What follows belongs to an exercise in optimizing a design on an open flow for small area, a short achievable clock period and few clock cycles; a production flow would make more cautious choices. RTL that was checked went through simulation tests only; none was proved equivalent to the original. No functional check of the RTL was part of run 5. Power is estimated from default activity; no workload was simulated.

[flow/design.v]
module mem_rd_sel2 (
    input  wire [31:0] a,
    input  wire        sa,
    input  wire [31:0] b,
    input  wire        sb,
    output wire [31:0] yn
);
    assign yn = ~((a & {32{sa}}) | (b & {32{sb}}));
endmodule
module mem_nand4 (
    input  wire [31:0] a, b, c, d,
    output wire [31:0] y
);
    assign y = ~(a & b & c & d);
endmodule
module mem_nor2 (
    input  wire [31:0] a, b,
    output wire [31:0] y
);
    assign y = ~(a | b);
endmodule
module mem_nand2 (
    input  wire [31:0] a, b,
    output wire [31:0] y
);
    assign y = ~(a & b);
endmodule
module mem_dec4 (
    input  wire [3:0]  a,
    output wire [15:0] y
);
    genvar k;
    generate
        for (k = 0; k < 16; k = k + 1) begin : g_k
            assign y[k] = (a == k);
        end
    endgenerate
endmodule
module mem_dec4_n (
    input  wire [3:0]  a,
    output wire [15:0] y_n
);
    genvar k;
    generate
        for (k = 0; k < 16; k = k + 1) begin : g_k
            assign y_n[k] = ~(a == k);
        end
    endgenerate
endmodule
module mem_dec4_en_n (
    input  wire [3:0]  a,
    input  wire        en,
    output wire [15:0] y_n
);
    genvar k;
    generate
        for (k = 0; k < 16; k = k + 1) begin : g_k
            assign y_n[k] = ~((a == k) & en);
        end
    endgenerate
endmodule
module mem_whb (
    input  wire [15:0] whi,
    input  wire [3:0]  wstrb,
    output wire [63:0] whb_n
);
    genvar h;
    generate
        for (h = 0; h < 16; h = h + 1) begin : g_h
            assign whb_n[4*h +: 4] = ~(wstrb & {4{whi[h]}});
        end
    endgenerate
endmodule
module mem_wen (
    input  wire [3:0] whb_n,
    input  wire       wlo_n,
    output wire [3:0] en
);
    assign en = ~(whb_n | {4{wlo_n}});
endmodule
module mem_rsel (
    input  wire [15:0]  hi_n,
    input  wire [15:0]  lo_n,
    output wire [255:0] sel
);
    genvar w;
    generate
        for (w = 0; w < 256; w = w + 1) begin : g_w
            assign sel[w] = ~(hi_n[w / 16] | lo_n[w % 16]);
        end
    endgenerate
endmodule
module mem_rd_out (
    input  wire [31:0] a, b,
    input  wire        v,
    output wire [31:0] y
);
    assign y = (a | b) & {32{v}};
endmodule
module mem_nor4 (
    input  wire [3:0] a,
    output wire       y
);
    assign y = ~|a;
endmodule
module mem_nor3 (
    input  wire [2:0] a,
    output wire       y
);
    assign y = ~|a;
endmodule
module mem_nand3 (
    input  wire [2:0] a,
    output wire       y
);
    assign y = ~&a;
endmodule
module mem_in_range (
    input  wire [21:0] a,
    output wire        y
);
    wire [5:0] z;
    wire [1:0] n;
    mem_nor4  u_z0 (.a(a[3:0]),   .y(z[0]));
    mem_nor4  u_z1 (.a(a[7:4]),   .y(z[1]));
    mem_nor4  u_z2 (.a(a[11:8]),  .y(z[2]));
    mem_nor4  u_z3 (.a(a[15:12]), .y(z[3]));
    mem_nor3  u_z4 (.a(a[18:16]), .y(z[4]));
    mem_nor3  u_z5 (.a(a[21:19]), .y(z[5]));
    mem_nand3 u_n0 (.a(z[2:0]),   .y(n[0]));
    mem_nand3 u_n1 (.a(z[5:3]),   .y(n[1]));
    assign y = ~(n[0] | n[1]);
endmodule
module axi4_lite_system_top #(
    parameter ADDR_WIDTH = 32,
    parameter DATA_WIDTH = 32,
    parameter STRB_WIDTH = DATA_WIDTH/8
)(
    input wire clk,
    input wire reset_n,
    input wire                    write_req,
    input wire [ADDR_WIDTH-1:0]   write_addr,
    input wire [DATA_WIDTH-1:0]   write_data,
    input wire [STRB_WIDTH-1:0]   write_strb,
    output reg                    write_done,
    output reg [1:0]              write_resp,
    input wire                    read_req,
    input wire [ADDR_WIDTH-1:0]   read_addr,
    output reg [DATA_WIDTH-1:0]   read_data,
    output reg                    read_done,
    output reg [1:0]              read_resp
);
    localparam RESP_OKAY   = 2'b00;
    localparam RESP_SLVERR = 2'b10;
    wire wr_valid, rd_valid;
    mem_in_range u_wr_range (.a(write_addr[31:10]), .y(wr_valid));
    mem_in_range u_rd_range (.a(read_addr[31:10]),  .y(rd_valid));
    wire [3:0]  wstrb = write_strb & {4{write_req & reset_n}};
    wire [15:0] whi, wlo_n;
    wire [63:0] whb_n;
    mem_dec4      u_wdec_hi (.a(write_addr[9:6]), .y(whi));
    mem_dec4_en_n u_wdec_lo (.a(write_addr[5:2]), .en(wr_valid), .y_n(wlo_n));
    mem_whb    u_whb     (.whi(whi), .wstrb(wstrb), .whb_n(whb_n));
    wire [15:0]  rhi_n, rlo_n;
    wire [255:0] rsel;
    mem_dec4_n u_rdec_hi (.a(read_addr[9:6]), .y_n(rhi_n));
    mem_dec4_n u_rdec_lo (.a(read_addr[5:2]), .y_n(rlo_n));
    mem_rsel   u_rsel    (.hi_n(rhi_n), .lo_n(rlo_n), .sel(rsel));
    wire [31:0] word [0:255];
    genvar b, w;
    generate
        for (w = 0; w < 256; w = w + 1) begin : g_word
            wire [3:0] wen;
            mem_wen u_wen (.whb_n(whb_n[4 * (w / 16) +: 4]), .wlo_n(wlo_n[w % 16]), .en(wen));
            for (b = 0; b < 4; b = b + 1) begin : g_byte
                reg [7:0] q;
                always @(posedge clk)
                    if (wen[b])
                        q <= write_data[8*b +: 8];
                assign word[w][8*b +: 8] = q;
            end
        end
    endgenerate
    wire [31:0] l1 [0:127];
    wire [31:0] l2 [0:31];
    wire [31:0] l3 [0:15];
    wire [31:0] l4 [0:7];
    wire [31:0] l5 [0:3];
    wire [31:0] l6 [0:1];
    genvar j;
    generate
        for (j = 0; j < 128; j = j + 1) begin : g_l1
            mem_rd_sel2 u (.a(word[2*j]), .sa(rsel[2*j]), .b(word[2*j+1]), .sb(rsel[2*j+1]), .yn(l1[j]));
        end
        for (j = 0; j < 32; j = j + 1) begin : g_l2
            mem_nand4 u (.a(l1[4*j]), .b(l1[4*j+1]), .c(l1[4*j+2]), .d(l1[4*j+3]), .y(l2[j]));
        end
        for (j = 0; j < 16; j = j + 1) begin : g_l3
            mem_nor2 u (.a(l2[2*j]), .b(l2[2*j+1]), .y(l3[j]));
        end
        for (j = 0; j < 8; j = j + 1) begin : g_l4
            mem_nand2 u (.a(l3[2*j]), .b(l3[2*j+1]), .y(l4[j]));
        end
        for (j = 0; j < 4; j = j + 1) begin : g_l5
            mem_nor2 u (.a(l4[2*j]), .b(l4[2*j+1]), .y(l5[j]));
        end
        for (j = 0; j < 2; j = j + 1) begin : g_l6
            mem_nand2 u (.a(l5[2*j]), .b(l5[2*j+1]), .y(l6[j]));
        end
    endgenerate
    wire [31:0] rd_word;
    mem_rd_out u_rd_out (.a(l6[0]), .b(l6[1]), .v(rd_valid), .y(rd_word));
    always @(posedge clk or negedge reset_n) begin
        if (!reset_n) begin
            write_done <= 1'b0;
            read_done  <= 1'b0;
        end else begin
            write_done <= write_req;
            read_done  <= read_req;
        end
    end
    always @(posedge clk) begin
        write_resp <= wr_valid ? RESP_OKAY : RESP_SLVERR;
        read_resp  <= rd_valid ? RESP_OKAY : RESP_SLVERR;
        read_data  <= rd_word;
    end
endmodule
[flow/flow/run.sh]
#!/bin/bash
# Layout flow: the standard ORFS flow (standard.sh) in two calls.
#  1. synthesis and floorplan with no setup margin, so the floorplan step
#     does not upsize gates before placement (it has no wire loads yet);
#  2. the rest of the flow with the settings of config.mk, and port buffers
#     of type buf_4.
# Each call's output goes to its own log here; ORFS keeps per-step logs
# under orfs/logs.
set -euo pipefail
bash standard.sh SETUP_SLACK_MARGIN=0 floorplan > flow_floorplan.log 2>&1
bash standard.sh "BUFFER_PORTS_ARGS=-buffer_cell sky130_fd_sc_hd__buf_4" finish > flow_finish.log 2>&1
[flow/standard.sh]
#!/bin/bash
# synth_recipe.tcl (not shown) runs the flow's synth.tcl, then flattens the netlist and writes it again
# the make line also repeats each setting of config.mk as NAME=value (left out here)
make -C /OpenROAD-flow-scripts/flow DESIGN_CONFIG=/design/flow/config.mk WORK_HOME=/design/flow/orfs CLKGATE_MAP_FILE= SYNTH_SCRIPT=/design/flow/synth_recipe.tcl "${@:-finish}"
[flow/config.mk]
export PLATFORM = sky130hd
export DESIGN_NAME = axi4_lite_system_top
export DESIGN_NICKNAME = axi4_lite_system_top
export VERILOG_FILES = /design/flow/design.v
export SDC_FILE = /design/flow/constraint.sdc
export NUM_CORES = 8
export LEC_CHECK = 0
export CAP_MARGIN = 40
export CORE_MARGIN = 2
export CORE_UTILIZATION = 65
export CTS_CLUSTER_DIAMETER = 100
export CTS_CLUSTER_SIZE = 30
export SETUP_SLACK_MARGIN = 4.0
export SLEW_MARGIN = 60
export SYNTH_HIERARCHICAL = 1
[flow/constraint.sdc]
create_clock -name core_clock -period 7.0 [get_ports {clk}]
set_input_delay 1.4000 -clock core_clock [delete_from_list [all_inputs] [get_ports {clk}]]
set_output_delay 1.4000 -clock core_clock [all_outputs]
set_load 0.01 [all_outputs]
==> results of run 1 <==
==> where the power goes <==
part           total (mW)  switching (mW)  internal (mW)
Clock                22.1            13.6           8.50
Sequential           54.1         0.00248           54.1
Combinational        2.51            1.94          0.565
Total                78.7            15.6           63.1
==> sequential cells by signal (all words and copies together) (netlist names) <==
name / cells
g_word.g_byte.q: 8192
read_data: 32
read_done: 1
read_resp: 1
write_done: 1
write_resp: 1
==> worst max-delay path: stages <==
cell and delay (ns):
clkbuf_16 0.15, nand4_1 0.17, buf_12 0.21, buf_4 0.29, nor2_2 0.09, buf_8 0.20, a22oi_1 0.22, nand4_1 0.29
nor2_2 0.27, nand2_2 0.18, nor2_4 0.25, nand2_4 0.16, o21a_1 0.21
==> placed cells by master (no fill, tap or decap), types with 3 or more instances in the layout <==
cell	instances
nand4_1	1026
clkbuf_16	340
nand2_2	120
diode_2	20
clkbuf_1	33
nor4_2	4
nand2_1	120
nor4_4	5
buf_12	212
dfxtp_1	6
nor3_2	4
nor2_4	727
a22oi_2	304
and4bb_1	4
buf_6	177
dfxtp_4	28
or4_4	3
nand3_4	4
buf_16	120
nand4b_1	8
edfxtp_1	8192
a22oi_1	3792
o21a_1	32
clkbuf_8	10
nor2_1	241
nand2_4	146
buf_2	5
buf_4	474
nor2_2	958
or4b_4	9
nor4b_4	4
and3_4	4
nand4bb_4	12
nand2_8	10
buf_8	88
==> layout make-up <==
type                       count  area (um2)
sequential                  8228      247000
timing repair buffer        1104       15000
inverter                       2        7.51
tap                         6149        7690
clock buffer                 358        8260
antenna                       20        50.0
multi-input combinational   7556       58300
fill                       27100      124000
clock inverter                 4        53.8
==> worst min-delay path by stage <==
stage	end	from
2_1_floorplan	read_data[0]$_DFF_P_	g_word[83].g_byte[0].q[0]$_DFFE_PP_
3_3_place_gp	read_data[1]$_DFF_P_	g_word[177].g_byte[0].q[1]$_DFFE_PP_
3_5_place_dp	read_data[1]$_DFF_P_	g_word[177].g_byte[0].q[1]$_DFFE_PP_
4_1_cts	write_done$_DFF_PN0_	reset_n
5_1_grt	write_done$_DFF_PN0_	reset_n
6_report	write_done$_DFF_PN0_	reset_n
==> modules after synthesis, one instance, submodules excluded, a selection <==
module / cells / area, um2 / times used / flops+latches
mem_whb: 72 / 339 / 1 / 0
mem_nor3: 1 / 10.0 / 4 / 0
mem_rsel: 320 / 1690 / 1 / 0
mem_nor2: 32 / 120 / 20 / 0
mem_dec4: 20 / 277 / 1 / 0
mem_wen: 4 / 15.0 / 256 / 0
mem_dec4_n: 20 / 186 / 2 / 0
mem_nor4: 1 / 12.5 / 8 / 0
mem_rd_out: 35 / 274 / 1 / 0
mem_rd_sel2: 38 / 289 / 128 / 0
axi4_lite_system_top: 8237 / 247000 / 1 / 8228
==> logic make-up (layout without fill, tap and decap cells) <==
family	after synthesis	in the layout	synth area share (%)
other	1	22	0.00125
AND/OR/NAND/NOR	3421	3426	5.31
AO/OA/AOI/OAI	4128	4128	10.3
buffers and inverters	859	1468	2.39
flip-flops	8228	8228	82.0
==> per-stage QoR <==
| step | instance area (um2) | std cells |
|---|---|---|
| 2_1_floorplan | 301000 | 16600 |
| 6_report | 336000 | 23400 |
| 4_1_cts | 330000 | 23200 |
| 5_1_grt | 336000 | 23400 |
| 3_3_place_gp | 307000 | 22500 |
| 3_5_place_dp | 314000 | 22600 |
==> what timing repair did <==
| action | in CTS | in global routing |
|---|---|---|
| pin swaps | 355 | 380 |
| endpoints found under the setup margin | 6877 | 3975 |
| buffers inserted | 196 | 131 |
| gates resized for setup | 1555 | 636 |
| hold endpoints to repair | 0 | 0 |
| cloned | 7 | 19 |
==> routing by layer <==
metal | wire length (um) | part of all wire [%] | GRT usage, %
met1 | 313000 | 36 | 50.9
met4 | 47800 | 5.5 | 16.1
met2 | 404000 | 46 | 56.1
met3 | 105000 | 12 | 7.81
met5 | 11 | 0.0013 | 0
==> metrics.md, run 1 <==
| Metric | Value |
|---|---|
| Mapped Avg Cell Area | `18.1 um2` |
| Outcome | `complete, no violations` |
| Terminus of the critical flop-to-flop path | `read_data[0]$_DFF_P_` |
| Die height | `684 um` |
| PD cells | `234 nW/um2` |
| Largest net degree at the start of global routing | `101` |
| Final hold viol count | `0` |
| Post-Synthesis Cells | `16.6k` |
| Detail Placement HPWL | `570000 um` |
| ANT nets after route | `0` |
| Critical Path AT | `4.14 ns` |
| Setup slack after placement | `1.62 ns` |
| Final nets | `between 15k and 20k` |
| Clk sinks | `~8k` |
| Setup TNS | `0 ns` |
| Worst setup path endpoint | `read_data[0]$_DFF_P_` |
| Count leader, synth | `edfxtp_1` |
| Worst-skew pair later-pin latency | `approximately 1.0 ns` |
| Synth warn | `7` |
| Asr flop ratio synth | `less than 1%` |
| CP max FO | `32` |
| Vias | `approximately 170k` |
| CTS clk-pin slew, worst paths | `~0.10 ns` |
| Total iterations of the first detailed-routing run | `10` |
| Worst flop-to-flop path startpoint | `g_word[30].g_byte[0].q[0]$_DFFE_PP_` |
| Total power | `just under 80 mW` |
| Area contributors post-synth | `edfxtp_1 (82%), a22oi_1 (10%), nor2_1 (2.4%), nand4_1 (2.1%), buf_6 (1.7%)` |
| Worst hold-check path type | `in -> async` |
| Cts bufs inserted | `312` |
| Setup slack after layout | `3.76 ns` |
| Crit end category | `flip-flop` |
| Max Cap Violations | `0` |
| Final worst-path cycle share | `46.3%` |
| Rel. slew slack | `52.1%` |
| Mapped cell area | `301000 um2` |
| Total wire length | `870000 um` |
| Ports | `142` |
| IR drop worst, VDD | `0.211 mV` |
| WL per Instance | `37.1 um` |
| Htree depth | `5` |
| Post-CTS Hold Buffers | `0` |
| Worst-margin pin slew | `0.717 ns` |
| Full die area | `468000 um2` |
| Core Area | `between 400000 and 500000 um2` |
| Tmin final | `between 3 and 4 ns` |
| Initial antenna violation count | `30` |
| Final Util | `between 70% and 80%` |
| Die W | `684 um` |
| Starting density of the core | `65.3%` |
| DRC viols | `0` |
| Slew Limit Fails | `0` |
| Worst reg2reg path depth | `7` |
| CP startpoint | `read_addr[5]` |
| Cell taking the most area after synthesis | `edfxtp_1` |
| Top-area cell type share of the netlist area | `about four fifths` |
| PortBufs | `135` |
| Initial DRC count | `26.3k` |
| First-pass GRT wire length | `around 1200000 um` |
| GPL Wtd Cong | `0.944` |
| Routed vias/inst | `~7.2` |
| Register bit total from synthesis | `8228` |
| Peak Freq | `0.309 GHz` |
| Vias in the first global route | `~160k` |
| Seq/Total Area, Yosys | `82.0%` |
| Synth top cells by count | `edfxtp_1 (8192), a22oi_1 (4096), nor2_1 (1908)` |
| Area grow syn2layout | `11.7%` |
| Clk buf depth | `4` |
| Grt ovf | `0` |
| RSZ-0062 raised after global routing | `yes` |
| Total GRT Usage | `between 30% and 40%` |
| Setup violators final | `0` |
| Top FF cell, synth | `edfxtp_1` |
| CTS root buf | `clkbuf_16` |
| Count of cell types in the netlist | `34` |
| # rows | `249` |
| CTS tree | `yes` |
| Reg2reg setup slack | `around 4.9 ns` |
| Worst path required time | `roughly 7.9 ns` |
| Clock skew | `0.0427 ns` |
| Critical Path Source Type | `primary input` |
| Static Leakage | `99.5 nW` |
| EDFF count, synth | `approximately 8.2k` |
| Hold WS | `0.162 ns` |
| Share of cells above drive strength 1 | `22.0%` |
| Setup CP Type | `in -> reg` |
Testbench counts, summed over its fixed seeds: cycles 4,800.
==> run 2, diff against run 1 <==
==> flow/flow/run.sh (replaced) <==
#!/bin/bash
# Layout flow: the standard ORFS flow (standard.sh) in two calls.
#  1. synthesis and floorplan with no setup margin, so the floorplan step
#     does not upsize gates before placement (it has no wire loads yet);
#  2. the rest of the flow with the settings of config.mk, port buffers of
#     type buf_4, and an area-recovery step after global routing
#     (grt_post.tcl, with recover.tcl).
# Each call's output goes to its own log here; ORFS keeps per-step logs
# under orfs/logs.
set -euo pipefail
F=$(pwd)/flow
bash standard.sh SETUP_SLACK_MARGIN=0 floorplan > flow_floorplan.log 2>&1
bash standard.sh "BUFFER_PORTS_ARGS=-buffer_cell sky130_fd_sc_hd__buf_4" \
  "POST_GLOBAL_ROUTE_TCL=$F/grt_post.tcl" finish > flow_finish.log 2>&1
==> flow/flow/grt_post.tcl (new file) <==
# POST_GLOBAL_ROUTE hook: after the global-route timing repair, which works
# to the setup margin of config.mk, give back area on paths that have slack
# to spare (recover.tcl): cells are downsized while every path through them
# keeps at least the design's worst slack plus a guard band. Then the
# changed nets are routed again and the route guides rewritten.
source [file join [file dirname [info script]] recover.tcl]
global_route -start_incremental
rc_area_recover 0.08 {0.6 0.4 0.3 0.2 0.15 0.1 0.1 0.08 0.08}
detailed_placement
global_route -end_incremental
estimate_parasitics -global_routing
report_worst_slack
report_worst_slack -min
report_design_area
write_guides $::env(RESULTS_DIR)/route.guide
==> flow/flow/recover.tcl (new file) <==
# Area recovery after global routing: downsize logic cells by one drive
# step (same footprint) where paths through them have slack to spare, then
# re-estimate parasitics and undo the changes on any path that fell below
# the design's worst slack plus a guard band. Repeat a few rounds.
proc rc_inst_slack {inst} {
  set worst 1e9
  foreach p [get_pins -of_objects $inst -filter "direction==output"] {
    set s [get_property $p slack_max]
    if {$s ne "" && $s < $worst} { set worst $s }
  }
  return $worst
}

proc rc_smaller {m} {
  if {![regexp {^(sky130_fd_sc_hd__\w+?)_(\d+)$} $m -> base drv]} { return "" }
  set best ""
  foreach d {1 2 3 4 6 8 12 16} {
    if {$d >= $drv} break
    if {[llength [get_lib_cells -quiet */${base}_$d]]} { set best ${base}_$d }
  }
  return $best
}

proc rc_skip {m} {
  foreach pat {*clkbuf* *df* *edf* *dly* *clkinv* *conb* *tap* *fill* *diode*} {
    if {[string match $pat $m]} { return 1 }
  }
  return 0
}

set ::rc_max_slew 0.9
proc rc_wns {} { return [expr {[sta::worst_slack_cmd max] * 1e9}] }

proc rc_area_recover {guard rounds} {
  estimate_parasitics -global_routing
  set floor [expr {[rc_wns] + 0}]
  set floor [expr {$floor + $guard}]
  set slew0 [sta::max_slew_violation_count]
  set cap0 [sta::max_capacitance_violation_count]
  puts "recover: start wns [rc_wns] floor $floor area [rsz::design_area]"
  foreach delta $rounds {
    # downsize one step where the slack exceeds floor + delta
    set changed {}
    foreach inst [get_cells *] {
      set m [get_property $inst ref_name]
      if {[rc_skip $m]} continue
      set new [rc_smaller $m]
      if {$new eq ""} continue
      if {[rc_inst_slack $inst] < $floor + $delta} continue
      lappend changed [list $inst $m]
    }
    foreach c $changed { lassign $c inst m; replace_cell $inst [rc_smaller $m] }
    estimate_parasitics -global_routing
    puts "recover: delta $delta downsized [llength $changed], wns [rc_wns]"
    # undo on failing paths until clean
    array unset orig
    foreach c $changed { set orig([get_full_name [lindex $c 0]]) [lindex $c 1] }
    for {set it 0} {$it < 20} {incr it} {
      set bad {}
      foreach path [find_timing_paths -path_delay max -slack_max $floor -group_path_count 100000 -endpoint_path_count 1] {
        foreach pt [get_property $path points] {
          set pin [get_property $pt pin]
          if {[catch {set iname [get_full_name [get_cells -of_objects $pin]]}]} continue
          if {[info exists orig($iname)]} { lappend bad $iname }
        }
      }
      # changed cells whose output slew got large
      foreach iname [array names orig] {
        foreach p [get_pins -of_objects [get_cells $iname] -filter "direction==output"] {
          foreach k {slew_max_rise slew_max_fall} {
            set sl [get_property $p $k]
            if {$sl ne "" && $sl > $::rc_max_slew} { lappend bad $iname }
          }
        }
      }
      set bad [lsort -unique $bad]
      set nb 0
      foreach iname $bad {
        if {[info exists orig($iname)]} { replace_cell [get_cells $iname] $orig($iname); unset orig($iname); incr nb }
      }
      if {$nb == 0} break
      estimate_parasitics -global_routing
      puts "recover:   undo $nb, wns [rc_wns]"
    }
    puts "recover: after delta $delta: kept [array size orig], wns [rc_wns], area [rsz::design_area], slew [sta::max_slew_violation_count] cap [sta::max_capacitance_violation_count]"
  }
}
==> run 2 against run 1 <==
  * Maximum frequency barely moved
  * Die area stayed put
  * Setup slack got worse by 0.0021 ns
  * Critical path depth unchanged
  * Sequential cell count unchanged
  * Cell area down 2.3%
  * Final cell count hardly changed
  * Synthesized cell count unchanged
  * Core utilization fell by 1.7 points
  * Power down 0.26%
  * Register-to-register slack got worse by 0.08 ns
  * Non-clock buffer count unchanged
  * Critical endpoint is now read_data[29]$_DFF_P_
  * Largest cell class unchanged
==> metrics.md, run 2 <==
| Metric | Value |
|---|---|
| PortBufs | `135` |
| WL per Instance | `37.2 um` |
| ANT nets after route | `0` |
| Seq/Total Area, Yosys | `82.0%` |
| Die height | `684 um` |
| Core Area | `460000 um2` |
| Clk sinks | `8228` |
| Mapped cell area | `around 300000 um2` |
| Terminus of the critical flop-to-flop path | `read_data[29]$_DFF_P_` |
| Worst reg2reg path depth | `7` |
| Slew Limit Fails | `0` |
| GPL Wtd Cong | `0.944` |
| Cts bufs inserted | `312` |
| Initial antenna violation count | `30` |
| Die W | `684 um` |
| Detail Placement HPWL | `570000 um` |
| # rows | `249` |
| Vias in the first global route | `~160k` |
| Most frequent cells in the layout | `edfxtp_1 (8192), a22oi_1 (4043), nand4_1 (1026)` |
| CTS root buf | `clkbuf_16` |
| Grt ovf | `0` |
| Routed vias/inst | `7.21` |
| Synth warn | `7` |
| Cell family with most CP delay | `simple AND/OR/NAND/NOR gates` |
| Post-Synthesis Cells | `16.6k` |
| Mapped Avg Cell Area | `18.1 um2` |
| First-pass GRT wire length | `1190000 um` |
| Critical Path Source Type | `primary input` |
| Synth top cells by count | `edfxtp_1 (8192), a22oi_1 (4096), nor2_1 (1908)` |
| Final nets | `17.3k` |
| Crit-path cells | `buf_16 -> nand4b_1 -> buf_12 -> clkbuf_16 -> nor2_2 -> buf_6 -> a22oi_1 -> nand4_1 -> nor2_2 -> nand2_1 -> nor2_4 -> nand2_1 -> o21a_1` |
| Share of cells above drive strength 1 | `16.9%` |
| Worst hold-check path type | `in -> async` |
| Number of flip-flops in the largest register | `8192` |
| Top FF cell, synth | `edfxtp_1` |
| Outcome | `complete, no violations` |
| DP Cell Count | `between 20k and 25k` |
| Critical path's slowest cell | `nor2_4` |
| Setup violators final | `0` |
| Tmin final | `3.24 ns` |
| Clk buf depth | `4` |
| Layout Cells excl Fill | `between 20k and 25k` |
| Starting density of the core | `65.3%` |
| Static Leakage | `97.2 nW` |
| Post-CTS Hold Buffers | `0` |
| Vias | `169k` |
| Largest regs | `g_word.g_byte.q (8192), read_data (32)` |
| DRC viols | `0` |
| Area grow syn2layout | `9.13%` |
| Rel. slew slack | `between 30% and 40%` |
| Htree depth | `5` |
| IR drop worst, VDD | `0.213 mV` |
| Total GRT Usage | `36.3%` |
| Top-area cell type share of the netlist area | `around four fifths` |
| FILL cells | `28.5k` |
| Worst path required time | `7.92 ns` |
| Worst-margin pin slew | `0.991 ns` |
| Clock skew | `around 0.036 ns` |
| Final worst-path cycle share | `~46%` |
| Register bit total from synthesis | `8228` |
| Setup TNS | `0 ns` |
| Largest net degree at the start of global routing | `101` |
| Critical Path AT | `4.16 ns` |
| EDFF count, synth | `around 8.2k` |
| Total wire length | `871000 um` |
| Worst-skew pair later-pin latency | `1.02 ns` |
| Post-CTS Setup Bufs | `196` |
| Total iterations of the first detailed-routing run | `6` |
| CP max FO | `32` |
| Count of cell types in the netlist | `34` |
| Asr flop ratio synth | `less than 1%` |
| Setup CP Type | `in -> reg` |
| CP bufs+invs | `4` |
| Ports | `142` |
| Final hold viol count | `0` |
| Post-cts resize count | `1555` |
| Max incr delay on CP | `0.38 ns` |
| Reg2reg setup slack | `4.80 ns` |
| Peak Freq | `0.308 GHz` |
| Initial DRC count | `about 27k` |
| CTS clk-pin slew, worst paths | `roughly 0.11 ns` |
| Area contributors post-synth | `edfxtp_1 (82%), a22oi_1 (10%), nor2_1 (2.4%), nand4_1 (2.1%), buf_6 (1.7%)` |
| PD cells | `239 nW/um2` |
| Commonest non-fill, non-tap cell in the layout | `edfxtp_1` |
| Crit end category | `flip-flop` |
| Worst flop-to-flop path startpoint | `g_word[238].g_byte[3].q[5]$_DFFE_PP_` |
| Count leader, synth | `edfxtp_1` |
| Cell taking the most area after synthesis | `edfxtp_1` |
| Most flops, register | `g_word.g_byte.q` |
| CTS tree | `yes` |
| Full die area | `468000 um2` |
| Max Cap Violations | `0` |
-- run 2: per-stage QoR --
step	instance area [um2]	power [mW]	hold WS (ns)	setup WS (ns)	util, %
after global placement	307000	57.1	0.788	1.18	66.8
after detailed placement	314000	57.3	0.797	1.62	68.2
after CTS	330000	78.6	0.107	3.78	71.7
after floorplan	301000	55.5	0.680	2.52	-
final	328000	78.5	0.162	3.76	71.3
-- run 2: where the power goes --
group	leakage (nW)	total, mW	switching [mW]	internal, mW
logic	19.3	2.30	1.89	0.408
clock network	4.07	22.1	13.6	8.48
registers	73.9	54.1	0.00246	54.1
total	97.2	78.5	15.5	62.9
-- run 2: worst max path at each step --
stage	start	endpoint	slack, ns	cells after the start
floorplan	write_addr[23]	g_word[106].g_byte[0].q[0]$_DFFE_PP_	2.52	6
global placement	read_addr[8]	read_data[24]$_DFF_P_	1.18	10
detailed placement	read_addr[9]	read_data[0]$_DFF_P_	1.62	13
CTS	write_done$_DFF_PN0_	write_done	3.78	1
finish	read_addr[6]	read_data[29]$_DFF_P_	3.76	13
-- run 2: final cells by class --
cell class	count	area (um2)	share of cell area [%]
Antenna cell	25	62.6	0.0191
Multi-Input combinational cell	7556	53900	16.4
Tap cell	6149	7690	2.34
Clock buffer	358	8260	2.51
Timing Repair Buffer	1104	11500	3.50
Clock inverter	4	33.8	0.0103
Inverter	2	7.51	0.00229
Sequential cell	8228	247000	75.2
-- run 2: logic make-up (layout without fill, tap and decap cells) --
family | after synthesis | in the layout | share of synthesized area (%)
buf+inv | 859 | 1468 | 2.39
other cells | 1 | 27 | 0.00125
flops | 8228 | 8228 | 82.0
simple gates | 3421 | 3426 | 5.31
compound gates | 4128 | 4128 | 10.3
-- run 2: worst register-to-register path, delay by kind of cell, from the launching register on --
kind / cells / cell delay [ns]
flops: 1 / 0.38
simple gates: 5 / 1.25
compound gates: 2 / 0.50
-- run 2: Yosys stat by module (local to each module, per instance), a selection --
module                area (um2)  times used  flip-flops and latches
axi4_lite_system_top      247000           1                    8228
mem_dec4                     277           1                       0
mem_dec4_n                   186           2                       0
mem_in_range                3.75           2                       0
mem_nand2                    120          10                       0
mem_nand3                   5.00           4                       0
mem_nor3                    10.0           4                       0
mem_rd_sel2                  289         128                       0
mem_rsel                    1690           1                       0
mem_wen                     15.0         256                       0
-- run 2: layer usage --
metal | up-vias | part of all wire (%) | global-route usage [%]
met3 | 1476 | 12 | 7.81
met5 | - | 0.0061 | 0
met1 | 87000 | 36 | 50.9
met4 | 6 | 5.3 | 16.1
met2 | 11000 | 47 | 56.1
li1 | 69400 | - | -
==> run 3, diff against run 2 <==
--- a/flow/config.mk
+++ b/flow/config.mk
@@ -7,7 +7,7 @@
 export LEC_CHECK = 0
 export CAP_MARGIN = 40
 export CORE_MARGIN = 2
-export CORE_UTILIZATION = 65
+export CORE_UTILIZATION = 60
 export CTS_CLUSTER_DIAMETER = 100
 export CTS_CLUSTER_SIZE = 30
 export SETUP_SLACK_MARGIN = 4.0
==> run 3 against run 2 <==
  * Still clean on timing, DRC and antenna
  * Hold slack got worse by 0.019 ns
  * Setup slack gained 0.036 ns
  * Area after synthesis is the same
  * Die area rose by 8.3%
  * Non-clock buffer count is 74 lower
  * Routed wire length fell by 1.9%
  * Via count shrank 2.6%
  * Sequential cell count unchanged
  * Count of clock-buffer cells in the layout up 27
  * Final cell count up 2.0%
  * Largest cell class unchanged
  * Largest power group unchanged
==> metrics.md, run 3 <==
| Metric | Value |
|---|---|
| Outcome | `complete, no violations` |
| CTS clk-pin slew, worst paths | `about 0.11 ns` |
| Total iterations of the first detailed-routing run | `6` |
| Worst-margin pin slew | `0.997 ns` |
| Area contributors post-synth | `edfxtp_1 (82%), a22oi_1 (10%), nor2_1 (2.4%), nand4_1 (2.1%), buf_6 (1.7%)` |
| Initial DRC count | `23.1k` |
| # rows | `260` |
| Post-CTS Setup Bufs | `147` |
| Seq/Total Area, Yosys | `82.0%` |
| Asr flop ratio synth | `0.0243%` |
| Routed vias/inst | `6.88` |
| Worst reg2reg path depth | `7` |
| DR top layer | `met5` |
| Post-cts resize count | `1541` |
| CTS root buf | `clkbuf_16` |
| Crit. path cell count | `14` |
| Most frequent cells in the layout | `edfxtp_1 (8192), a22oi_1 (4012), nand4_1 (1026)` |
| Setup CP Type | `in -> reg` |
| Metal2 WL | `395000 um` |
| Share of cells above drive strength 1 | `~17%` |
| CP max FO | `8` |
| Final hold viol count | `0` |
| Cell family with most CP delay | `simple AND/OR/NAND/NOR gates` |
| Synth warn | `7` |
| Clock skew | `0.0487 ns` |
| Ports | `142` |
| Max Cap Violations | `0` |
| Total wire length | `855000 um` |
| Starting density of the core | `60.1%` |
| ANT nets after route | `0` |
| Largest net degree at the start of global routing | `104` |
| DRC viols | `0` |
| Top-area cell type share of the netlist area | `approximately four fifths` |
| Post-Synthesis Cells | `16.6k` |
| Commonest non-fill, non-tap cell in the layout | `edfxtp_1` |
| Tmin final | `about 3.2 ns` |
| Total power | `between 70 and 80 mW` |
| Critical path's slowest cell | `nor2_4` |
| Number of flip-flops in the largest register | `between 8k and 9k` |
| IR drop worst, VDD | `0.248 mV` |
| Critical Path Source Type | `primary input` |
| Hold WS | `0.142 ns` |
| Reg2reg setup slack | `4.81 ns` |
| Synth top cells by count | `edfxtp_1 (8192), a22oi_1 (4096), nor2_1 (1908)` |
| Worst-skew pair later-pin latency | `1.03 ns` |
| Peak Freq | `slightly above 0.3 GHz` |
| Initial antenna violation count | `21` |
| Rel. slew slack | `around 34%` |
| Vias in the first global route | `154k` |
| Top FF cell, synth | `edfxtp_1` |
| Clk sinks | `8228` |
| Worst path required time | `7.90 ns` |
| GPL Wtd Cong | `0.920` |
| Cts bufs inserted | `between 300 and 400` |
| Worst setup path endpoint | `read_data[1]$_DFF_P_` |
| Mapped cell area | `301000 um2` |
| CP startpoint | `read_addr[2]` |
| Core Area | `500000 um2` |
| Worst hold-check path type | `in -> async` |
| Final nets | `about 17k` |
| Most flops, register | `g_word.g_byte.q` |
| PortBufs | `~140` |
| Crit end category | `flip-flop` |
| Cell taking the most area after synthesis | `edfxtp_1` |
| Max incr delay on CP | `~0.36 ns` |
| WL met3 | `approximately 80000 um` |
| Most used cell, CP | `nor2_4` |
| Total GRT Usage | `32.8%` |
| Largest regs | `g_word.g_byte.q (8192), read_data (32)` |
| Grt ovf | `0` |
| Count leader, synth | `edfxtp_1` |
| Clk buf depth | `4` |
| Setup violators final | `0` |
| Crit-path cells | `clkbuf_16 -> or4b_4 -> buf_12 -> buf_16 -> nor2_4 -> buf_12 -> buf_6 -> a22oi_1 -> nand4_1 -> nor2_4 -> nand2_4 -> nor2_4 -> nand2_4 -> o21a_1` |
| Vias | `164k` |
| First-pass GRT wire length | `~1200000 um` |
| DP Cell Count | `between 20k and 25k` |
| Met1 Wirelength | `about 350000 um` |
| Area grow syn2layout | `9.70%` |
| Final worst-path cycle share | `between 40 and 50%` |
| Full die area | `507000 um2` |
| CP bufs+invs | `5` |
| Register bit total from synthesis | `8228` |
| Mapped Avg Cell Area | `18.1 um2` |
| Count of cell types in the netlist | `34` |
| Setup TNS | `0 ns` |
| CTS tree | `yes` |
| Detail Placement HPWL | `566000 um` |
| PD cells | `239 nW/um2` |
| Die height | `about 710 um` |
| Htree depth | `5` |
| Layout Cells excl Fill | `23.9k` |
| Worst flop-to-flop path startpoint | `g_word[18].g_byte[0].q[0]$_DFFE_PP_` |
| Terminus of the critical flop-to-flop path | `read_data[0]$_DFF_P_` |
| Final Util | `66.0%` |
| Static Leakage | `97.3 nW` |
| WL per Instance | `~36 um` |
| Post-CTS Hold Buffers | `0` |
| Critical Path AT | `approximately 4.1 ns` |
| EDFF count, synth | `just over 8k` |
| Die W | `712 um` |
| Slew Limit Fails | `0` |
-- run 3: how the worst min path moves through the flow --
stage                                                    start                   end  slack (ns)
after floorplan            g_word[83].g_byte[0].q[0]$_DFFE_PP_  read_data[0]$_DFF_P_        0.68
after global placement    g_word[171].g_byte[0].q[0]$_DFFE_PP_  read_data[0]$_DFF_P_        0.77
after detailed placement  g_word[171].g_byte[0].q[5]$_DFFE_PP_  read_data[5]$_DFF_P_        0.78
after CTS                                              reset_n   read_done$_DFF_PN0_        0.07
final                                                  reset_n   read_done$_DFF_PN0_        0.14
-- run 3: cells by family (layout without fill, tap and decap cells) --
logic type | Yosys count | after routing | share of synthesized area, %
other cells | 1 | 15 | 0.00125
buf+inv | 859 | 1423 | 2.39
compound gates | 4128 | 4128 | 10.3
simple gates | 3421 | 3423 | 5.31
flops | 8228 | 8228 | 82.0
-- run 3: worst reg2reg max path: stages (launching register included) --
cell and delay [ns]:
edfxtp_1 0.41, a22oi_2 0.24, nand4_1 0.35, nor2_4 0.37, nand2_4 0.13, nor2_4 0.23, nand2_4 0.13, o21a_1 0.22
-- run 3: routing by layer --
metal	vias to the layer above	track usage, %
met5	-	0
met4	4	10.2
met3	956	5.18
met2	7787	50.2
met1	86400	49.4
li1	69300	-
-- run 3: report_power, final --
part / leakage (nW) / internal, mW / total [mW] / switching (mW)
clock: 4.12 / 8.54 / 22.5 / 14.0
combinational: 19.3 / 0.395 / 2.22 / 1.82
sequential: 73.9 / 54.1 / 54.1 / 0.000270
total: 97.3 / 63.0 / 78.8 / 15.8
-- run 3: final cells by class --
type | count | area (um2)
multi-input cells | 7553 | 55300
clock inverters | 6 | 35.0
repair buffers | 1030 | 11100
diodes | 13 | 32.5
clock buffers | 385 | 8370
fillers | 34500 | 170000
inverters | 2 | 7.51
flip-flops and latches | 8228 | 247000
well taps | 6681 | 8360
-- run 3: Yosys stat by module, one instance, submodules excluded --
module / flops+latches / cells
mem_dec4: 0 / 20
mem_rd_out: 0 / 35
mem_nor4: 0 / 1
mem_rsel: 0 / 320
mem_nand2: 0 / 32
mem_nand4: 0 / 32
mem_whb: 0 / 72
mem_wen: 0 / 4
mem_nand3: 0 / 1
mem_dec4_n: 0 / 20
mem_nor3: 0 / 1
mem_nor2: 0 / 32
mem_rd_sel2: 0 / 38
mem_dec4_en_n: 0 / 23
mem_in_range: 0 / 1
axi4_lite_system_top: 8228 / 8237
-- run 3: per-stage QoR --
stage	setup WS [ns]	cell area, um2
floorplan	2.52	301000
global placement	1.44	308000
detailed placement	1.59	315000
CTS	3.83	331000
finish	3.79	330000
==> run 4, diff against run 3 <==
--- a/flow/flow/grt_post.tcl
+++ b/flow/flow/grt_post.tcl
@@ -5,7 +5,7 @@
 # changed nets are routed again and the route guides rewritten.
 source [file join [file dirname [info script]] recover.tcl]
 global_route -start_incremental
-rc_area_recover 0.08 {0.6 0.4 0.3 0.2 0.15 0.1 0.1 0.08 0.08}
+rc_area_recover 0.1 {0.6 0.4 0.3 0.2 0.15 0.1 0.1 0.08 0.08}
 detailed_placement
 global_route -end_incremental
 estimate_parasitics -global_routing
--- a/flow/flow/recover.tcl
+++ b/flow/flow/recover.tcl
@@ -28,7 +28,7 @@
   return 0
 }
 
-set ::rc_max_slew 0.9
+set ::rc_max_slew 0.5
 proc rc_wns {} { return [expr {[sta::worst_slack_cmd max] * 1e9}] }
 
 proc rc_area_recover {guard rounds} {
==> run 4 against run 3 <==
  * Setup slack better by 0.0098 ns
  * Highest routed layer unchanged
  * Cell area is 0.74% higher
  * Largest power group unchanged
  * Routed wire length is essentially flat
  * Final cell count about the same
  * Maximum frequency is 0.31% higher
  * Global-route usage did not move
  * Die area unchanged
  * Synthesized cell count unchanged
  * Critical path depth did not move
  * Non-clock buffer count is the same
  * Largest cell class unchanged
  * Sequential cell count unchanged
==> metrics.md, run 4 <==
| Metric | Value |
|---|---|
| WL per Instance | `35.7 um` |
| Critical Path AT | `between 4 and 5 ns` |
| Post-Synth Adder-Cell Area | `0%` |
| Count leader, synth | `edfxtp_1` |
| Most frequent cells in the layout | `edfxtp_1 (8192), a22oi_1 (3990), nand4_1 (1026)` |
| Mapped cell area | `301000 um2` |
| Setup TNS | `0 ns` |
| GR Layer Usage met1 | `49.4%` |
| Grt ovf | `0` |
| PD cells | `between 200 and 250 nW/um2` |
| Worst hold-check path type | `in -> async` |
| Met2 Use GR | `50.2%` |
| Commonest non-fill, non-tap cell in the layout | `edfxtp_1` |
| Vias in the first global route | `154k` |
| Peak Freq | `roughly 0.31 GHz` |
| Top-area cell type share of the netlist area | `81.8%` |
| IR drop worst, VDD | `0.248 mV` |
| PortBufs | `135` |
| Worst-skew pair later-pin latency | `about 1.0 ns` |
| Largest regs | `g_word.g_byte.q (8192), read_data (32)` |
| Top FF cell, synth | `edfxtp_1` |
| Detail Placement HPWL | `566000 um` |
| First-pass GRT wire length | `1170000 um` |
| Htree depth | `5` |
| Worst reg2reg path depth | `7` |
| Synth warn | `7` |
| Worst-margin pin slew | `0.804 ns` |
| Setup violators final | `0` |
| GRT busiest layer | `met2` |
| Seq/Total Area, Yosys | `82.0%` |
| Cts bufs inserted | `312` |
| Mux contribution to synthesized area | `0%` |
| Largest family of logic cells by synthesized area | `compound AO/OA/AOI/OAI gates` |
| Initial DRC count | `22.7k` |
| Synth Area in Simple Gates | `5.31%` |
| Clock skew | `0.0563 ns` |
| Rel. slew slack | `46.4%` |
| Final worst-path cycle share | `45.7%` |
| Outcome | `complete, no violations` |
| Slew Limit Fails | `0` |
| Die height | `712 um` |
| Starting density of the core | `60.1%` |
| Total power | `78.9 mW` |
| Post-synthesis compound-gate area fraction | `10.3%` |
| Max incr delay on CP | `0.36 ns` |
| Met3 usage | `5.18%` |
| Cell taking the most area after synthesis | `edfxtp_1` |
| Post-cts resize count | `1541` |
| Cell Area, Placed | `between 300000 and 400000 um2` |
| Full die area | `a little over 500000 um2` |
| Max Cap Violations | `0` |
| Worst path required time | `a little under 8 ns` |
| Total GRT Usage | `between 30% and 40%` |
| Most flops, register | `g_word.g_byte.q` |
| CTS root buf | `clkbuf_16` |
| Fin area | `332000 um2` |
| Largest net degree at the start of global routing | `104` |
| CTS clk-pin slew, worst paths | `between 0.1 and 0.15 ns` |
| Setup CP Type | `in -> reg` |
| CP max FO | `8` |
| Post-Synthesis Cells | `16.6k` |
| FILL cells | `roughly 34k` |
| Reg2reg setup slack | `4.85 ns` |
| Synth top cells by count | `edfxtp_1 (8192), a22oi_1 (4096), nor2_1 (1908)` |
| XOR/XNOR Fraction of Synth Area | `0%` |
| CTS tree | `yes` |
| Total iterations of the first detailed-routing run | `6` |
| Total wire length | `between 800000 and 900000 um` |
| Critical Path Source Type | `primary input` |
| Die W | `around 700 um` |
| Final hold viol count | `0` |
| Most used cell, CP | `nor2_4` |
| GPL Wtd Cong | `about 0.92` |
| # rows | `260` |
| Static Leakage | `slightly below 100 nW` |
| Initial antenna violation count | `21` |
| ANT nets after route | `0` |
| Ports | `142` |
| Tmin final | `3.20 ns` |
| Terminus of the critical flop-to-flop path | `read_data[3]$_DFF_P_` |
| Clk buf depth | `4` |
| Mapped Avg Cell Area | `18.1 um2` |
| Vias | `164k` |
| CP startpoint | `read_addr[2]` |
| Hold WS | `0.149 ns` |
| Core Area | `around 500000 um2` |
| Routed vias/inst | `just under 7` |
| EDFF count, synth | `8192` |
| Crit end category | `flip-flop` |
| Worst setup path endpoint | `read_data[1]$_DFF_P_` |
| Setup slack after placement | `1.59 ns` |
| Share of cells above drive strength 1 | `18.9%` |
| Worst flop-to-flop path startpoint | `g_word[16].g_byte[0].q[3]$_DFFE_PP_` |
| Final nets | `17.2k` |
| Crit-path cells | `clkbuf_16 -> or4b_4 -> buf_12 -> buf_16 -> nor2_4 -> buf_12 -> buf_6 -> a22oi_1 -> nand4_1 -> nor2_4 -> nand2_4 -> nor2_4 -> nand2_4 -> o21a_1` |
| Count of cell types in the netlist | `34` |
| Post-CTS Setup Bufs | `between 100 and 150` |
| Number of flip-flops in the largest register | `8192` |
| Register bit total from synthesis | `8228` |
| DRC viols | `0` |
| Area contributors post-synth | `edfxtp_1 (82%), a22oi_1 (10%), nor2_1 (2.4%), nand4_1 (2.1%), buf_6 (1.7%)` |
| Clk sinks | `8228` |
| Post-CTS Hold Buffers | `0` |
| Critical path's slowest cell | `nor2_4` |
| Asr flop ratio synth | `0.0243%` |
| Area grow syn2layout | `10.5%` |
| Setup slack after layout | `~3.8 ns` |
==> run 4: changes by cell type in the layout (fill, tap and decap cells not counted), sizes merged <==
cell,delta
diode,+6
==> run 4: routing by layer <==
| metal | part of all wire, % | vias to the layer above |
|---|---|---|
| li1 | - | 69300 |
| met1 | 40 | 86200 |
| met2 | 46 | 7824 |
| met5 | 0.015 | - |
| met3 | 9.4 | 948 |
| met4 | 3.8 | 4 |
==> run 4: worst min-delay path by stage <==
stage,startpoint,end,slack [ns]
6_report,reset_n,read_done$_DFF_PN0_,0.15
3_5_place_dp,g_word[171].g_byte[0].q[5]$_DFFE_PP_,read_data[5]$_DFF_P_,0.78
3_3_place_gp,g_word[171].g_byte[0].q[0]$_DFFE_PP_,read_data[0]$_DFF_P_,0.77
4_1_cts,reset_n,read_done$_DFF_PN0_,0.07
2_1_floorplan,g_word[83].g_byte[0].q[0]$_DFFE_PP_,read_data[0]$_DFF_P_,0.68
==> run 4: logic make-up after synthesis <==
family,count (synthesis)
other,1
AOI/OAI and AO/OA,4128
and+or+nand+nor,3421
DFF,8228
buffers and inverters,859
==> run 4: modules after synthesis, one instance, submodules excluded, a selection <==
module         area (um2)  cells  flip-flops and latches  copies in the design
mem_dec4_en_n         123     23                       0                     1
mem_dec4_n            186     20                       0                     2
mem_in_range         3.75      1                       0                     2
mem_nand3            5.00      1                       0                     4
mem_nor2              120     32                       0                    20
mem_nor3             10.0      1                       0                     4
mem_nor4             12.5      1                       0                     8
mem_rd_out            274     35                       0                     1
mem_wen              15.0      4                       0                   256
==> run 4: area by class of cell <==
class / instances / area, um2 / share of cell area (%)
flip-flops and latches: 8228 / 247000 / 74.2
multi-input cells: 7553 / 56900 / 17.1
repair buffers: 1030 / 12000 / 3.60
clock buffers: 385 / 8370 / 2.52
well taps: 6681 / 8360 / 2.51
diodes: 19 / 47.5 / 0.0143
clock inverters: 6 / 35.0 / 0.0105
inverters: 2 / 7.51 / 0.00226
==> run 4: critical path, delay by kind of cell <==
| family | cells | cell delay, ns |
|---|---|---|
| buffers and inverters | 5 | 0.75 |
| and+or+nand+nor | 7 | 1.47 |
| AOI/OAI and AO/OA | 2 | 0.39 |
==> run 4: power by group <==
group	internal [mW]	switching, mW
clock network	8.54	14.0
registers	54.1	0.000265
logic	0.437	1.83
total	63.0	15.8
==> run 4: metrics by stage <==
stage          utilization, %  instances
2_1_floorplan               -      16600
3_3_place_gp             61.6      23000
3_5_place_dp             62.9      23200
6_report                 66.5      23900
4_1_cts                  66.2      23700
==> run 5, diff against run 4 <==
==> flow/design.v (replaced) <==
module axi4_lite_system_top #(
    parameter ADDR_WIDTH = 32,
    parameter DATA_WIDTH = 32,
    parameter STRB_WIDTH = DATA_WIDTH/8
)(
    input wire clk,
    input wire reset_n,
    input wire                    write_req,
    input wire [ADDR_WIDTH-1:0]   write_addr,
    input wire [DATA_WIDTH-1:0]   write_data,
    input wire [STRB_WIDTH-1:0]   write_strb,
    output reg                    write_done,
    output reg [1:0]              write_resp,
    input wire                    read_req,
    input wire [ADDR_WIDTH-1:0]   read_addr,
    output reg [DATA_WIDTH-1:0]   read_data,
    output reg                    read_done,
    output reg [1:0]              read_resp
);
    localparam RESP_OKAY   = 2'b00;
    localparam RESP_SLVERR = 2'b10;
    wire wr_valid = (write_addr[ADDR_WIDTH-1:10] == 0);
    wire rd_valid = (read_addr[ADDR_WIDTH-1:10] == 0);
    wire wr_en    = write_req & reset_n & wr_valid;
    wire [31:0] mem [0:255];
    genvar w, b;
    generate
        for (w = 0; w < 256; w = w + 1) begin : g_word
            for (b = 0; b < 4; b = b + 1) begin : g_byte
                reg [7:0] q;
                always @(posedge clk)
                    if (wr_en && write_addr[9:2] == w && write_strb[b])
                        q <= write_data[8*b +: 8];
                assign mem[w][8*b +: 8] = q;
            end
        end
    endgenerate
    always @(posedge clk or negedge reset_n) begin
        if (!reset_n) begin
            write_done <= 1'b0;
            read_done  <= 1'b0;
        end else begin
            write_done <= write_req;
            read_done  <= read_req;
        end
    end
    always @(posedge clk) begin
        write_resp <= wr_valid ? RESP_OKAY : RESP_SLVERR;
        read_resp  <= rd_valid ? RESP_OKAY : RESP_SLVERR;
        read_data  <= rd_valid ? mem[read_addr[9:2]] : {DATA_WIDTH{1'b0}};
    end
endmodule
==> flow/run.sh (new file) <==
#!/bin/bash
# synth_recipe.tcl (not shown) runs the flow's synth.tcl, then flattens the netlist and writes it again
# the make line also repeats each setting of config.mk as NAME=value (left out here)
make -C /OpenROAD-flow-scripts/flow DESIGN_CONFIG=/design/flow/config.mk WORK_HOME=/design/flow/orfs CLKGATE_MAP_FILE= SYNTH_SCRIPT=/design/flow/synth_recipe.tcl finish
==> flow/config.mk (replaced) <==
export PLATFORM = sky130hd
export DESIGN_NAME = axi4_lite_system_top
export DESIGN_NICKNAME = axi4_lite_system_top
export VERILOG_FILES = /design/flow/design.v
export SDC_FILE = /design/flow/constraint.sdc
export NUM_CORES = 8
export LEC_CHECK = 0
export ABC_CLOCK_PERIOD_IN_PS = 3000
export CAP_MARGIN = 30
export CORE_MARGIN = 2
export CORE_UTILIZATION = 60
export SETUP_SLACK_MARGIN = 3.8
export SLEW_MARGIN = 50
removed: flow/flow/run.sh
removed: flow/flow/grt_post.tcl
removed: flow/flow/recover.tcl
removed: flow/standard.sh
==> run 5 against run 4 <==
  * The run now fails in 5_1_grt
  * Synthesized cell count increased by 3.1%
  * Area after synthesis rose by 0.48%
==> metrics.md, run 5 <==
| Metric | Value |
|---|---|
| Register bit total from synthesis | `just over 8k` |
| Outcome | `aborted with a tool error` |
| Clk sinks | `approximately 8.2k` |
| First-pass GRT wire length | `3200000 um` |
| Mapped Avg Cell Area | `approximately 18 um2` |
| Synth top cells by count | `edfxtp_1 (8192), a22oi_1 (2988), nor2_1 (1358)` |
| CTS root buf | `clkbuf_16` |
| Stop err | `[ERROR GRT-0116] Global routing finished with congestion. Check the congestion regions in the DRC Viewer.` |
| Post-CTS Hold Buffers | `0` |
| EDFF count, synth | `a little over 8k` |
| Die height | `between 700 and 800 um` |
| Area contributors post-synth | `edfxtp_1 (81%), a22oi_1 (7.4%), nor2_1 (1.7%), a22o_1 (1.0%), a222oi_1 (0.92%)` |
| Ports | `around 140` |
| Top-area cell type share of the netlist area | `81.4%` |
| Fail Step | `5_1_grt` |
| Mapped cell area | `302000 um2` |
| Count of cell types in the netlist | `85` |
| PortBufs | `135` |
| Asr flop ratio synth | `0.0243%` |
| Grt ovf | `about 10k` |
| Detail Placement HPWL | `1480000 um` |
| Largest net degree at the start of global routing | `between 150 and 200` |
| Top FF cell, synth | `edfxtp_1` |
| Starting density of the core | `60.3%` |
| Htree depth | `6` |
| GPL Wtd Cong | `approximately 1.2` |
| Seq/Total Area, Yosys | `81.6%` |
| Total GRT Usage | `95.8%` |
| # rows | `between 200 and 300` |
| Vias in the first global route | `285k` |
| Count leader, synth | `edfxtp_1` |
| Post-Synthesis Cells | `between 15k and 20k` |
| Cell taking the most area after synthesis | `edfxtp_1` |
| Die W | `714 um` |
| Cts bufs inserted | `794` |
| Synth warn | `1` |
| Clk buf depth | `4` |
-- run 5: worst min-delay path by stage --
stage	slack (ns)	startpoint	end
floorplan	0.49	g_word[0].g_byte[0].q[4]$_DFFE_PP_	read_data[4]$_SDFF_PP0_
detailed placement	0.52	g_word[0].g_byte[0].q[1]$_DFFE_PP_	read_data[1]$_SDFF_PP0_
global placement	0.51	g_word[0].g_byte[0].q[1]$_DFFE_PP_	read_data[1]$_SDFF_PP0_
CTS	0.34	reset_n	write_done$_DFF_PN0_
-- run 5: through the flow --
stage          setup slack [ns]  hold WS [ns]  area, um2  power [mW]  cells
4_1_cts                    3.34         0.337     404000         100  28600
3_5_place_dp              0.723         0.516     343000        58.4  25500
3_3_place_gp              0.443         0.510     333000        58.2  24900
2_1_floorplan              2.95         0.493     309000        56.0  17200
-- run 5: timing repair --
action,CTS
cloned,111
resized for setup,3542
pin swaps,961
setup buffers,1535
endpoints found under the setup margin,8258
-- run 5: power groups by stage --
stage                     registers [mW]  clock network (mW)  logic [mW]
after detailed placement            55.2                   0        3.21
after floorplan                     55.2                   0       0.769
after global placement              55.2                   0        3.01
after CTS                           54.1                42.6        3.61
-- run 5: logic make-up after synthesis --
kind of cell / share of synthesized area (%)
AO/OA/AOI/OAI: 11.8
multiplexers: 0.0315
other: 0.00124
XOR/XNOR: 0.00290
flip-flops: 81.6
AND/OR/NAND/NOR: 4.93
buffers and inverters: 1.67
-- run 5: metal layers --
metal	GRT usage [%]	overflow
met5	85.8	197
met4	93.7	2587
met3	92.9	1540
met2	100	4337
met1	95.5	1743

-- afterwards: timing with drivers on the ports --
Ports are ideal in the flow. The routed layouts listed here were re-timed in OpenROAD. Step 1, drivers: a clkbuf_16 drives clk and a buf_2 each remaining input, both assumed. Step 2, shift: input delay + t, output delay - t, t = (earliest + latest rising clock arrival at the registers) / 2. This alone moves slack from input paths to output paths. a / b / c = ideal / step 1 / step 2; a / b = the first two.
run	t, ns	setup slack, ns	hold slack, ns	latest minus earliest clock arrival (ns)	cell pins on the clock port's net
run 1	1.131	3.760 / 3.716 / 2.586	0.162 / 0.061 / 0.822	0.056 / 0.055	1
run 2	1.136	3.758 / 3.658 / 2.522	0.162 / 0.058 / 0.823	0.056 / 0.056	1
run 3	1.147	3.794 / 3.715 / 2.567	0.142 / 0.031 / 0.797	0.056 / 0.057	1
run 4	1.150	3.804 / 3.712 / 2.563	0.149 / 0.034 / 0.804	0.062 / 0.063	1
After both steps every run listed still meets setup and hold. For run 4, which loses most, drivers alone change the setup slack by -0.092 ns; drivers and shift together by -1.241 ns.
